Context: an optimization exercise on an open-source flow, tuned for small area. The choices shown serve that exercise and are no tape-out recipe. Function was checked by simulation only, so behaviour that the tests miss may differ from the original. Power and IR drop assume default switching activity.

$ cat design.v
`timescale 1ns / 1ps
module rgb2YCbCr #(
parameter pix_per_clock = 4,
parameter data_width    = 8
)
(
input wire clk_in,
input wire reset,
input wire [(data_width*pix_per_clock*3)-1:0] rdata,
input wire rlast,
output reg rready,
input wire ruser,
input wire rvalid,
output reg [(data_width*pix_per_clock*3)-1:0] tdata,
output reg tlast,
input wire tready,
output reg tuser,
output reg tvalid
);
reg [95:0] pix_d1, pix_d2;
reg [7:0] g_d3 [0:3];
reg [8:0] u_d3 [0:3];
reg [8:0] v_d3 [0:3];
always @(posedge clk_in) begin
    pix_d1 <= rdata;
    pix_d2 <= pix_d1;
end
genvar i;
generate for (i = 0; i < 4; i = i + 1) begin : px
    wire [7:0] r = pix_d2[24*i+16 +: 8];
    wire [7:0] g = pix_d2[24*i+8  +: 8];
    wire [7:0] b = pix_d2[24*i    +: 8];
    wire [8:0] u, v;
    wire [7:0] y, cb, cr;
    rgb2ycc_diff du (.a(r), .g(g), .d(u));
    rgb2ycc_diff dv (.a(b), .g(g), .d(v));
    always @(posedge clk_in) begin
        g_d3[i] <= g;
        u_d3[i] <= u;
        v_d3[i] <= v;
    end
    rgb2ycc_sum cs (.g(g_d3[i]), .u(u_d3[i]), .v(v_d3[i]), .y(y), .cb(cb), .cr(cr));
    always @(posedge clk_in)
        tdata[24*i +: 24] <= {cr, cb, y};
end endgenerate
reg rlast_d1, rlast_d2, rlast_d3;
reg ruser_d1, ruser_d2, ruser_d3;
reg rvalid_d1, rvalid_d2, rvalid_d3;
always @(posedge clk_in) begin
    rlast_d1  <= rlast;  rlast_d2  <= rlast_d1;  rlast_d3  <= rlast_d2;  tlast  <= rlast_d3;
    ruser_d1  <= ruser;  ruser_d2  <= ruser_d1;  ruser_d3  <= ruser_d2;  tuser  <= ruser_d3;
    rvalid_d1 <= rvalid; rvalid_d2 <= rvalid_d1; rvalid_d3 <= rvalid_d2; tvalid <= rvalid_d3;
    rready    <= tready;
end
endmodule
module rgb2ycc_diff (input wire [7:0] a, input wire [7:0] g, output wire [8:0] d);
  wire [8:0] c;
  assign c[0] = 1'b1;
  genvar k;
  generate for (k = 0; k < 8; k = k + 1) begin : bit_
    wire gn = ~g[k];
    rgb2ycc_fa f (.a(a[k]), .b(gn), .c(c[k]), .s(d[k]), .co(c[k+1]));
  end endgenerate
  assign d[8] = c[8];
endmodule
module rgb2ycc_fa (input wire a, input wire b, input wire c, output wire s, output wire co);
  assign s  = a ^ b ^ c;
  assign co = (a & b) | (c & (a ^ b));
endmodule
module rgb2ycc_ha (input wire a, input wire b, output wire s, output wire co);
  assign s  = a ^ b;
  assign co = a & b;
endmodule
module rgb2ycc_sum (input wire [7:0] g, input wire [8:0] u, input wire [8:0] v,
  output wire [7:0] y, output wire [7:0] cb, output wire [7:0] cr);
  wire n1;
  wire n2;
  wire n3;
  wire n4;
  wire n5;
  wire n6;
  wire n7;
  wire n8;
  wire n9;
  wire n10;
  wire n11;
  wire n12;
  wire n13;
  wire n14;
  wire n15;
  wire n16;
  wire n17;
  wire n18;
  wire n19;
  wire n20;
  wire n21;
  wire n22;
  wire n23;
  wire n24;
  wire n25;
  wire n26;
  wire n27;
  wire n28;
  wire n29;
  wire n30;
  wire n31;
  wire n32;
  wire n33;
  wire n34;
  wire n35;
  wire n36;
  wire n37;
  wire n38;
  wire n39;
  wire n40;
  wire n41;
  wire n42;
  wire n43;
  wire n44;
  wire n45;
  wire n46;
  wire n47;
  wire n48;
  wire n49;
  wire n50;
  wire n51;
  wire n52;
  wire n53;
  wire n54;
  wire n55;
  wire n56;
  wire n57;
  wire n58;
  wire n59;
  wire n60;
  wire n61;
  wire n62;
  wire n63;
  wire n64;
  wire n65;
  wire n66;
  wire n67;
  wire n68;
  wire n69;
  wire n70;
  wire n71;
  wire n72;
  wire n73;
  wire n74;
  wire n75;
  wire n76;
  wire n77;
  wire n78;
  wire n79;
  wire n80;
  wire n81;
  wire n82;
  wire n83;
  wire n84;
  wire n85;
  wire n86;
  wire n87;
  wire n88;
  wire n89;
  wire n90;
  wire n91;
  wire n92;
  wire n93;
  wire n94;
  wire n95;
  wire n96;
  wire n97;
  wire n98;
  wire n99;
  wire n100;
  wire n101;
  wire n102;
  wire n103;
  wire n104;
  wire n105;
  wire n106;
  wire n107;
  wire n108;
  wire n109;
  wire n110;
  wire n111;
  wire n112;
  wire n113;
  wire n114;
  wire n115;
  wire n116;
  wire n117;
  wire n118;
  wire n119;
  wire n120;
  wire n121;
  wire n122;
  wire n123;
  wire n124;
  wire n125;
  wire n126;
  wire n127;
  wire n128;
  wire n129;
  wire n130;
  wire n131;
  wire n132;
  wire n133;
  wire n134;
  wire n135;
  wire n136;
  wire n137;
  wire n138;
  wire n139;
  wire n140;
  wire n141;
  wire n142;
  wire n143;
  wire n144;
  wire n145;
  wire n146;
  wire n147;
  wire n148;
  wire n149;
  wire n150;
  wire n151;
  wire n152;
  wire n153;
  wire n154;
  wire n155;
  wire n156;
  wire n157;
  wire n158;
  wire n159;
  wire n160;
  wire n161;
  wire n162;
  wire n163;
  wire n164;
  wire n165;
  wire n166;
  wire n167;
  wire n168;
  wire n169;
  wire n170;
  wire n171;
  wire n172;
  wire n173;
  wire n174;
  wire n175;
  wire n176;
  wire n177;
  wire n178;
  wire n179;
  wire n180;
  wire n181;
  wire n182;
  wire n183;
  wire n184;
  wire n185;
  wire n186;
  wire n187;
  wire n188;
  wire n189;
  wire n190;
  wire n191;
  wire n192;
  wire n193;
  wire n194;
  wire n195;
  wire n196;
  wire n197;
  wire n198;
  wire n199;
  wire n200;
  wire n201;
  wire n202;
  wire n203;
  wire n204;
  wire n205;
  wire n206;
  wire n207;
  wire n208;
  wire n209;
  wire n210;
  wire n211;
  wire n212;
  wire n213;
  wire n214;
  wire n215;
  wire n216;
  wire n217;
  wire n218;
  wire n219;
  wire n220;
  wire n221;
  wire n222;
  wire n223;
  wire n224;
  wire n225;
  wire n226;
  wire n227;
  wire n228;
  wire n229;
  wire n230;
  wire n231;
  wire n232;
  wire n233;
  wire n234;
  wire n235;
  wire n236;
  wire n237;
  wire n238;
  wire n239;
  wire n240;
  wire n241;
  wire n242;
  wire n243;
  wire n244;
  wire n245;
  wire n246;
  wire n247;
  wire n248;
  wire n249;
  wire n250;
  wire n251;
  wire n252;
  wire n253;
  wire n254;
  wire n255;
  wire n256;
  assign n1 = ~u[1] & ~u[0];
  assign n2 = ~g[0] | ~u[2];
  assign n3 = ~(~g[0] ^ ~u[2]);
  assign n4 = n3 & n1;
  rgb2ycc_fa fa_n5 (.a(~g[1]), .b(~u[3]), .c(n2), .s(n5), .co(n6));
  assign n7 = n4 & n5;
  assign n8 = ~g[2] | ~u[4];
  assign n9 = ~(~g[2] ^ ~u[4]);
  rgb2ycc_fa fa_n10 (.a(~u[0]), .b(v[0]), .c(n9), .s(n10), .co(n11));
  assign n12 = (n10 & n6) | (n7 & (n10 | n6));
  assign n13 = ~g[3] | ~g[0];
  assign n14 = ~(~g[3] ^ ~g[0]);
  rgb2ycc_fa fa_n15 (.a(~u[5]), .b(~u[1]), .c(v[1]), .s(n15), .co(n16));
  rgb2ycc_fa fa_n17 (.a(n14), .b(n8), .c(n15), .s(n17), .co(n18));
  assign n19 = (n11 & n17) | (n12 & (n11 | n17));
  rgb2ycc_fa fa_n20 (.a(~g[4]), .b(~g[1]), .c(~u[6]), .s(n20), .co(n21));
  rgb2ycc_fa fa_n22 (.a(~u[2]), .b(u[0]), .c(v[2]), .s(n22), .co(n23));
  rgb2ycc_fa fa_n24 (.a(n13), .b(n16), .c(n20), .s(n24), .co(n25));
  rgb2ycc_fa fa_n26 (.a(n22), .b(n18), .c(n24), .s(n26), .co(n27));
  assign n28 = n26 & n19;
  rgb2ycc_fa fa_n29 (.a(~g[5]), .b(~g[2]), .c(~u[7]), .s(n29), .co(n30));
  rgb2ycc_fa fa_n31 (.a(~u[3]), .b(u[1]), .c(v[3]), .s(n31), .co(n32));
  rgb2ycc_fa fa_n33 (.a(n21), .b(n23), .c(n29), .s(n33), .co(n34));
  rgb2ycc_fa fa_n35 (.a(n31), .b(n25), .c(n33), .s(n35), .co(n36));
  assign n37 = (n27 & n35) | (n28 & (n27 | n35));
  assign n38 = ~g[6] | ~g[3];
  assign n39 = ~(~g[6] ^ ~g[3]);
  rgb2ycc_fa fa_n40 (.a(g[0]), .b(~u[8]), .c(~u[4]), .s(n40), .co(n41));
  rgb2ycc_fa fa_n42 (.a(u[2]), .b(v[4]), .c(n39), .s(n42), .co(n43));
  rgb2ycc_fa fa_n44 (.a(n30), .b(n32), .c(n40), .s(n44), .co(n45));
  rgb2ycc_fa fa_n46 (.a(n42), .b(n34), .c(n44), .s(n46), .co(n47));
  rgb2ycc_fa fa_n48 (.a(n36), .b(n46), .c(n37), .s(n48), .co(n49));
  assign n50 = ~g[7] | ~g[4];
  assign n51 = ~(~g[7] ^ ~g[4]);
  rgb2ycc_fa fa_n52 (.a(g[1]), .b(~u[5]), .c(u[3]), .s(n52), .co(n53));
  rgb2ycc_fa fa_n54 (.a(v[5]), .b(n51), .c(n38), .s(n54), .co(n55));
  rgb2ycc_fa fa_n56 (.a(n41), .b(n52), .c(n43), .s(n56), .co(n57));
  rgb2ycc_fa fa_n58 (.a(n54), .b(n45), .c(n56), .s(n58), .co(n59));
  rgb2ycc_fa fa_n60 (.a(n47), .b(n58), .c(n49), .s(n60), .co(n61));
  rgb2ycc_fa fa_n62 (.a(~g[5]), .b(g[2]), .c(~u[6]), .s(n62), .co(n63));
  rgb2ycc_fa fa_n64 (.a(u[4]), .b(v[6]), .c(n50), .s(n64), .co(n65));
  rgb2ycc_fa fa_n66 (.a(n53), .b(n62), .c(n55), .s(n66), .co(n67));
  rgb2ycc_fa fa_n68 (.a(n64), .b(n57), .c(n66), .s(n68), .co(n69));
  rgb2ycc_fa fa_n70 (.a(n59), .b(n68), .c(n61), .s(n70), .co(n71));
  assign n72 = ~g[6] | g[3];
  assign n73 = ~(~g[6] ^ g[3]);
  rgb2ycc_fa fa_n74 (.a(~u[7]), .b(u[5]), .c(v[7]), .s(n74), .co(n75));
  rgb2ycc_fa fa_n76 (.a(n73), .b(n63), .c(n74), .s(n76), .co(n77));
  rgb2ycc_fa fa_n78 (.a(n65), .b(n76), .c(n67), .s(n78), .co(n79));
  rgb2ycc_fa fa_n80 (.a(n69), .b(n78), .c(n71), .s(n80), .co(n81));
  rgb2ycc_fa fa_n82 (.a(~g[7]), .b(g[4]), .c(~u[8]), .s(n82), .co(n83));
  rgb2ycc_fa fa_n84 (.a(u[6]), .b(v[8]), .c(n72), .s(n84), .co(n85));
  rgb2ycc_fa fa_n86 (.a(n75), .b(n82), .c(n84), .s(n86), .co(n87));
  rgb2ycc_fa fa_n88 (.a(n77), .b(n86), .c(n79), .s(n88), .co(n89));
  rgb2ycc_ha ha_n90 (.a(n88), .b(n81), .s(n90), .co(n91));
  rgb2ycc_fa fa_n92 (.a(g[5]), .b(u[7]), .c(n83), .s(n92), .co(n93));
  rgb2ycc_fa fa_n94 (.a(n85), .b(n92), .c(n87), .s(n94), .co(n95));
  rgb2ycc_fa fa_n96 (.a(n94), .b(n89), .c(n91), .s(n96), .co(n97));
  rgb2ycc_fa fa_n98 (.a(g[6]), .b(u[8]), .c(n93), .s(n98), .co(n99));
  rgb2ycc_fa fa_n100 (.a(n98), .b(n95), .c(n97), .s(n100), .co(n101));
  assign n102 = g[7] | n99;
  assign n103 = ~(g[7] ^ n99);
  assign n104 = n103 ^ n101;
  assign n105 = ~u[1] & ~u[0];
  assign n106 = ~u[2] | ~u[0];
  assign n107 = ~(~u[2] ^ ~u[0]);
  assign n108 = n107 & n105;
  rgb2ycc_fa fa_n109 (.a(~u[3]), .b(~u[1]), .c(~u[0]), .s(n109), .co(n110));
  rgb2ycc_fa fa_n111 (.a(~v[0]), .b(n106), .c(n108), .s(n111), .co(n112));
  assign n113 = n109 & n111;
  assign n114 = ~u[4] | ~u[2];
  assign n115 = ~(~u[4] ^ ~u[2]);
  rgb2ycc_fa fa_n116 (.a(~u[1]), .b(~v[1]), .c(n115), .s(n116), .co(n117));
  rgb2ycc_fa fa_n118 (.a(n110), .b(n116), .c(n112), .s(n118), .co(n119));
  assign n120 = n113 & n118;
  rgb2ycc_fa fa_n121 (.a(~u[5]), .b(~u[3]), .c(~u[2]), .s(n121), .co(n122));
  rgb2ycc_fa fa_n123 (.a(~v[2]), .b(n114), .c(n121), .s(n123), .co(n124));
  rgb2ycc_fa fa_n125 (.a(n117), .b(n123), .c(n119), .s(n125), .co(n126));
  assign n127 = n120 & n125;
  rgb2ycc_fa fa_n128 (.a(~u[6]), .b(~u[4]), .c(~u[3]), .s(n128), .co(n129));
  rgb2ycc_fa fa_n130 (.a(~v[3]), .b(v[0]), .c(n122), .s(n130), .co(n131));
  rgb2ycc_fa fa_n132 (.a(n128), .b(n124), .c(n130), .s(n132), .co(n133));
  assign n134 = (n132 & n126) | (n127 & (n132 | n126));
  rgb2ycc_fa fa_n135 (.a(~u[7]), .b(~u[5]), .c(~u[4]), .s(n135), .co(n136));
  rgb2ycc_fa fa_n137 (.a(~v[4]), .b(v[1]), .c(n129), .s(n137), .co(n138));
  rgb2ycc_fa fa_n139 (.a(n135), .b(n131), .c(n137), .s(n139), .co(n140));
  rgb2ycc_fa fa_n141 (.a(n133), .b(n139), .c(n134), .s(n141), .co(n142));
  assign n143 = ~u[8] | ~u[6];
  assign n144 = ~(~u[8] ^ ~u[6]);
  rgb2ycc_fa fa_n145 (.a(~u[5]), .b(~v[5]), .c(v[2]), .s(n145), .co(n146));
  rgb2ycc_fa fa_n147 (.a(n144), .b(n136), .c(n145), .s(n147), .co(n148));
  rgb2ycc_fa fa_n149 (.a(n138), .b(n147), .c(n140), .s(n149), .co(n150));
  rgb2ycc_ha ha_n151 (.a(n149), .b(n142), .s(n151), .co(n152));
  assign n153 = ~u[7] | ~u[6];
  assign n154 = ~(~u[7] ^ ~u[6]);
  rgb2ycc_fa fa_n155 (.a(~v[6]), .b(v[3]), .c(n154), .s(n155), .co(n156));
  rgb2ycc_fa fa_n157 (.a(n143), .b(n146), .c(n155), .s(n157), .co(n158));
  rgb2ycc_fa fa_n159 (.a(n148), .b(n157), .c(n150), .s(n159), .co(n160));
  rgb2ycc_ha ha_n161 (.a(n159), .b(n152), .s(n161), .co(n162));
  rgb2ycc_fa fa_n163 (.a(~u[8]), .b(~u[7]), .c(~v[7]), .s(n163), .co(n164));
  rgb2ycc_fa fa_n165 (.a(v[4]), .b(n153), .c(n163), .s(n165), .co(n166));
  rgb2ycc_fa fa_n167 (.a(n156), .b(n165), .c(n158), .s(n167), .co(n168));
  rgb2ycc_fa fa_n169 (.a(n167), .b(n160), .c(n162), .s(n169), .co(n170));
  assign n171 = ~u[8] | ~v[8];
  assign n172 = ~(~u[8] ^ ~v[8]);
  rgb2ycc_fa fa_n173 (.a(v[5]), .b(n172), .c(n164), .s(n173), .co(n174));
  rgb2ycc_fa fa_n175 (.a(n166), .b(n173), .c(n168), .s(n175), .co(n176));
  rgb2ycc_ha ha_n177 (.a(n175), .b(n170), .s(n177), .co(n178));
  rgb2ycc_fa fa_n179 (.a(v[6]), .b(n171), .c(n174), .s(n179), .co(n180));
  rgb2ycc_fa fa_n181 (.a(n179), .b(n176), .c(n178), .s(n181), .co(n182));
  assign n183 = v[7] | n180;
  assign n184 = ~(v[7] ^ n180);
  rgb2ycc_ha ha_n185 (.a(n184), .b(n182), .s(n185), .co(n186));
  assign n187 = v[8] | n183;
  assign n188 = ~(v[8] ^ n183);
  assign n189 = n188 ^ n186;
  assign n190 = ~v[1] & ~v[0];
  assign n191 = ~v[2] | ~v[0];
  assign n192 = ~(~v[2] ^ ~v[0]);
  assign n193 = n192 & n190;
  assign n194 = ~u[0] | ~v[3];
  assign n195 = ~(~u[0] ^ ~v[3]);
  rgb2ycc_fa fa_n196 (.a(~v[1]), .b(n195), .c(n191), .s(n196), .co(n197));
  assign n198 = n193 & n196;
  rgb2ycc_fa fa_n199 (.a(~u[1]), .b(~v[4]), .c(~v[2]), .s(n199), .co(n200));
  rgb2ycc_fa fa_n201 (.a(n194), .b(n199), .c(n197), .s(n201), .co(n202));
  assign n203 = n198 & n201;
  rgb2ycc_fa fa_n204 (.a(~u[2]), .b(~v[5]), .c(~v[3]), .s(n204), .co(n205));
  rgb2ycc_fa fa_n206 (.a(n200), .b(n204), .c(n202), .s(n206), .co(n207));
  assign n208 = n203 & n206;
  rgb2ycc_fa fa_n209 (.a(~u[3]), .b(u[0]), .c(~v[6]), .s(n209), .co(n210));
  rgb2ycc_fa fa_n211 (.a(~v[4]), .b(n205), .c(n209), .s(n211), .co(n212));
  assign n213 = (n211 & n207) | (n208 & (n211 | n207));
  rgb2ycc_fa fa_n214 (.a(~u[4]), .b(u[1]), .c(~v[7]), .s(n214), .co(n215));
  rgb2ycc_fa fa_n216 (.a(~v[5]), .b(n210), .c(n214), .s(n216), .co(n217));
  rgb2ycc_fa fa_n218 (.a(n212), .b(n216), .c(n213), .s(n218), .co(n219));
  assign n220 = ~u[5] | u[2];
  assign n221 = ~(~u[5] ^ u[2]);
  rgb2ycc_fa fa_n222 (.a(~v[8]), .b(~v[6]), .c(n221), .s(n222), .co(n223));
  rgb2ycc_fa fa_n224 (.a(n215), .b(n222), .c(n217), .s(n224), .co(n225));
  rgb2ycc_ha ha_n226 (.a(n224), .b(n219), .s(n226), .co(n227));
  assign n228 = ~u[6] | u[3];
  assign n229 = ~(~u[6] ^ u[3]);
  rgb2ycc_fa fa_n230 (.a(~v[7]), .b(n229), .c(n220), .s(n230), .co(n231));
  rgb2ycc_fa fa_n232 (.a(n223), .b(n230), .c(n225), .s(n232), .co(n233));
  rgb2ycc_ha ha_n234 (.a(n232), .b(n227), .s(n234), .co(n235));
  rgb2ycc_fa fa_n236 (.a(~u[7]), .b(u[4]), .c(~v[8]), .s(n236), .co(n237));
  rgb2ycc_fa fa_n238 (.a(n228), .b(n236), .c(n231), .s(n238), .co(n239));
  rgb2ycc_fa fa_n240 (.a(n238), .b(n233), .c(n235), .s(n240), .co(n241));
  rgb2ycc_fa fa_n242 (.a(~u[8]), .b(u[5]), .c(n237), .s(n242), .co(n243));
  rgb2ycc_fa fa_n244 (.a(n242), .b(n239), .c(n241), .s(n244), .co(n245));
  assign n246 = u[6] | n243;
  assign n247 = ~(u[6] ^ n243);
  rgb2ycc_ha ha_n248 (.a(n247), .b(n245), .s(n248), .co(n249));
  assign n250 = u[7] | n246;
  assign n251 = ~(u[7] ^ n246);
  rgb2ycc_ha ha_n252 (.a(n251), .b(n249), .s(n252), .co(n253));
  assign n254 = u[8] | n250;
  assign n255 = ~(u[8] ^ n250);
  assign n256 = n255 ^ n253;
  assign y[0] = n48;
  assign y[1] = n60;
  assign y[2] = n70;
  assign y[3] = n80;
  assign y[4] = n90;
  assign y[5] = n96;
  assign y[6] = n100;
  assign y[7] = n104;
  assign cb[0] = n141;
  assign cb[1] = n151;
  assign cb[2] = n161;
  assign cb[3] = n169;
  assign cb[4] = n177;
  assign cb[5] = n181;
  assign cb[6] = n185;
  assign cb[7] = n189;
  assign cr[0] = n218;
  assign cr[1] = n226;
  assign cr[2] = n234;
  assign cr[3] = n240;
  assign cr[4] = n244;
  assign cr[5] = n248;
  assign cr[6] = n252;
  assign cr[7] = n256;
endmodule
$ cat run.sh
#!/bin/bash
# synth_recipe.tcl (not shown) runs the flow's synth.tcl, then flattens the netlist and writes it again
# the make line also repeats each setting of config.mk as NAME=value (left out here)
make -C /OpenROAD-flow-scripts/flow DESIGN_CONFIG=/design/flow/config.mk WORK_HOME=/design/flow/orfs CLKGATE_MAP_FILE= SYNTH_SCRIPT=/design/flow/synth_recipe.tcl finish
$ cat config.mk
export PLATFORM = sky130hd
export DESIGN_NAME = rgb2YCbCr
export DESIGN_NICKNAME = rgb2YCbCr
export VERILOG_FILES = /design/flow/design.v
export SDC_FILE = /design/flow/constraint.sdc
export NUM_CORES = 4
export LEC_CHECK = 0
export CAP_MARGIN = 20
export CORE_MARGIN = 2
export CORE_UTILIZATION = 40
export SLEW_MARGIN = 20
export SYNTH_HIERARCHICAL = 1
export SYNTH_MINIMUM_KEEP_SIZE = 0
$ cat constraint.sdc
create_clock -name core_clock -period 5.0 [get_ports {clk_in}]
set_input_delay 1.0000 -clock core_clock [delete_from_list [all_inputs] [get_ports {clk_in}]]
set_output_delay 1.0000 -clock core_clock [all_outputs]
set_load 0.01 [all_outputs]
==> summary.md <==
| Metric | Value |
|---|---|
| Final setup margin | `just over 50 ps` |
| Area of the multi-input gates | `10500 um2` |
| RSZ-0062 raised after global routing | `true` |
| Reg area | `8180 um2` |
| CTS clock-pin slew for the worst setup and hold paths | `60 ps` |
| Register bit total from synthesis | `405` |
| GRT Total Usage | `0.144` |
| Largest family of logic cells by synthesized area | `adder cells` |
| Drt first pass iters | `5` |
| Post-synth cell types | `17` |
| Crit path capture type | `register` |
| Top routing layer in use | `met4` |
| Die W | `approximately 230 um` |
| Power Density | `687 nW/um2` |
| Clock period minus worst slack | `between 4000 and 5000 ps` |
| Total grt overflow | `0` |
| CORE AREA | `50000 um2` |
| Adder-cell share of the synthesized area | `0.479` |
| Simple logic cell fraction of the synthesized area | `0.0114` |
| Critical path type | `reg2reg` |
| Max FO, Critical Path | `3` |
| DR iter-0 viols | `approximately 230` |
| Area Growth Syn to Fin | `23.4%` |
| Outcome | `no timing/DRC/antenna violations` |
| Max Cap Viol | `0` |
| Met1 WL | `~14 mm` |
| IO Count | `slightly above 200` |
| Crit start category | `register` |
| Cell Area, Placed | `roughly 23000 um2` |
| Filler instances | `around 4400` |
| Xor and xnor area share after synthesis | `0.0104` |
| Vias in the first global route | `roughly 12000` |
| Worst vdd ir | `approximately 0.36 mV` |
| Share of the yosys chip area belonging to registers | `0.401` |
| Latest clock arrival within the worst-skew pair | `around 550 ps` |
| Post-synthesis compound-gate area fraction | `0.00495` |
| Setup WS pre-CTS | `-91.6 ps` |
| # setup viols final | `0` |
| Nets | `roughly 2300` |
| DR WL met3 | `1.37 mm` |
| Gpl congestion | `0.837` |
| Final Hold Viols | `0` |
| Sink Count | `405` |
| Cts bufs inserted | `42` |
| Wire length on met2 | `between 15 and 20 mm` |
| Synth warn | `13` |
| Req. time, crit path | `5430 ps` |
| Hold Path Depth | `0` |
| Mux contribution to synthesized area | `0` |
| Final Max Tran Viols | `0` |
| Fmax | `around 200 MHz` |
| CTS tree | `done` |
| Post-route cell area | `24900 um2` |
| Routed vias/inst | `4.18` |
| DIE HEIGHT | `about 230 um` |
| Routed len/inst | `~15 um` |
| Antenna-violating nets left | `0` |
| Post-Syn Instances | `1405` |
| Initial antenna violation count | `0` |
| Final wirelength | `about 35 mm` |
| Synth top area share | `0.408` |
| Die Area | `52300 um2` |
| Worst Skew | `around 10 ps` |
| DRC violations left | `0` |
| Synth Cell Area | `between 20000 and 25000 um2` |
| Worst path arrival time | `around 5400 ps` |
| Area contributors post-synth | `fa_1 41%, dfxtp_1 40%, ha_1 6.7%` |
| FP Rows | `between 80 and 90` |
| Final cycle utilization of the critical path | `0.990` |
| First-pass GRT wire length | `~59 mm` |
| Port bufs | `200` |
| Largest net degree at the start of global routing | `15` |
| Setup TNS | `0 ps` |
| Post-DP HPWL | `between 20 and 30 mm` |
| Vias post-DR | `9874` |
| Longest Clk Path Bufs | `3` |
| Hold buffers post-CTS | `0` |
| Pwr Total | `between 15 and 20 mW` |
| FF-to-FF path depth | `15` |
| Fraction of layout cells with a size suffix above 1 | `0.190` |
| Ant. Diodes | `0` |
| Dominant cell type by area after synthesis | `fa_1` |
| Post-Syn Nets | `around 2000` |
| H-tree levels | `2` |
| Clock root cell | `clkbuf_16` |
| Fin util | `0.499` |
| Initial Util | `0.404` |
| Static leakage | `10.8 nW` |
| Syn avg cell area | `roughly 14 um2` |
| Hold WC Path Type | `reg2reg` |
-- per-stage QoR --
| stage | hold slack [ps] | instances |
|---|---|---|
| after global routing | 327 | 2362 |
| after detailed placement | 312 | 2282 |
| final | 323 | 2362 |
| after floorplan | 310 | 1405 |
| after CTS | 324 | 2357 |
| after global placement | 312 | 2282 |
-- critical path, cell delays in order, from the launching register on --
cell and delay (ps):
dfxtp_2 350, inv_4 40, fa_1 560, fa_1 440, fa_1 530, o2111ai_1 240
nand3_2 110, fa_2 370, fa_2 350, fa_2 340, fa_2 370, ha_4 170
fa_2 330, fa_2 360, xnor2_2 140, xnor2_1 120
-- cells in the mapped netlist, drive strengths merged --
cell type and n:
o2111ai 4, fa 412, and4 4, inv 284
nand2 16, nor3 8, dfxtp 405, nand4b 4
buf 104, xnor2 24, a221o 4, maj3 8
o22ai 4, nand3 4, conb 8, or4b 4
ha 108
-- final cells by class --
type                    instances  share of cell area
flip-flops and latches        405               0.328
clock buffers                  60              0.0505
repair buffers                314               0.116
inverters                     284              0.0433
multi-input cells             612               0.421
clock inverters                15             0.00798
well taps                     672              0.0337
-- repair_timing --
action	in CTS	in global routing
setup buffers	0	5
gates resized for setup	21	55
pin swaps	17	33
setup endpoints to repair	7	12
-- final timing paths --
kind / start / end / slack, ps
max: u_d3[1][7] / tdata[31] / 50
min: pix_d1[47] / pix_d2[47] / 320
max reg2reg: u_d3[1][7] / tdata[31] / 50
min reg2reg: pix_d1[47] / pix_d2[47] / 320
-- power by group --
group          internal (mW)  total, mW  switching [mW]
combinational           4.87       9.46            4.60
clock                   1.96       3.21            1.24
sequential              4.12       4.44           0.320
-- per-layer routing --
layer,up-vias,global-route usage
met4,0,0.0570
met3,66,0.0241
met5,-,0
li1,4553,-
met1,5066,0.175
met2,189,0.257
-- per-module statistics from Yosys (local to each module, per instance) --
module | flip-flops and latches | cell area, um2
rgb2YCbCr | 405 | 8110
rgb2ycc_ha | 0 | 12.5
rgb2ycc_fa | 0 | 20.0
rgb2ycc_diff | 0 | 41.3
rgb2ycc_sum | 0 | 767
-- sequential cells by signal, indices dropped and copies added, names as in the netlist --
name	cells
rready	1
ruser_d1	1
tlast	1
rlast_d2	1
rlast_d3	1
ruser_d2	1
rvalid_d3	1
rvalid_d1	1
rlast_d1	1
u_d3	36
tuser	1
g_d3	32
rvalid_d2	1
ruser_d3	1
v_d3	36
tdata	96
tvalid	1
pix_d2	96
pix_d1	96
-- kinds of logic after synthesis --
logic type | after synthesis
XOR/XNOR | 24
AO/OA/AOI/OAI | 12
adder cells (fa/ha/maj) | 528
buffers and inverters | 388
flip-flops | 405
other | 8
AND/OR/NAND/NOR | 40
-- placed cells by master (no fill, tap or decap), types with 5 or more instances in the layout --
cell type / instances
fa_1: 372
ha_2: 7
clkbuf_1: 5
buf_4: 112
inv_2: 23
clkbuf_16: 43
dfxtp_2: 36
nor3_1: 8
xnor2_2: 9
xnor2_1: 15
ha_1: 100
fa_2: 40
nand2_1: 16
maj3_1: 5
clkbuf_8: 12
dfxtp_4: 6
inv_1: 256
conb_1: 8
dfxtp_1: 363
clkdlybuf4s50_1: 200

[what the ideal ports hide]
The flow's constraints put no driver on any port. The routed layout listed below was extracted and timed again, unchanged, in two steps. Step 1 assumes that a clkbuf_16 drives the clock port and a buf_2 every other input. Step 2 moves the port delays by t, midway between the first and last clock arrival at a register: inputs arrive t later, outputs are due t later. That takes back most of the time a late clock gives input paths. Three values: no drivers, after step 1, after step 2; two values: the first two.
shift t [ns]: 0.600
slack for setup (ns): 0.051 / 0.051 / 0.051
worst setup path at the end: register to register
worst data-port slew with drivers (ns): 0.07
After both steps setup and hold are still met in this run. The setup slack of this run moves by 0.000 ns with the drivers and by 0.000 ns with both steps.
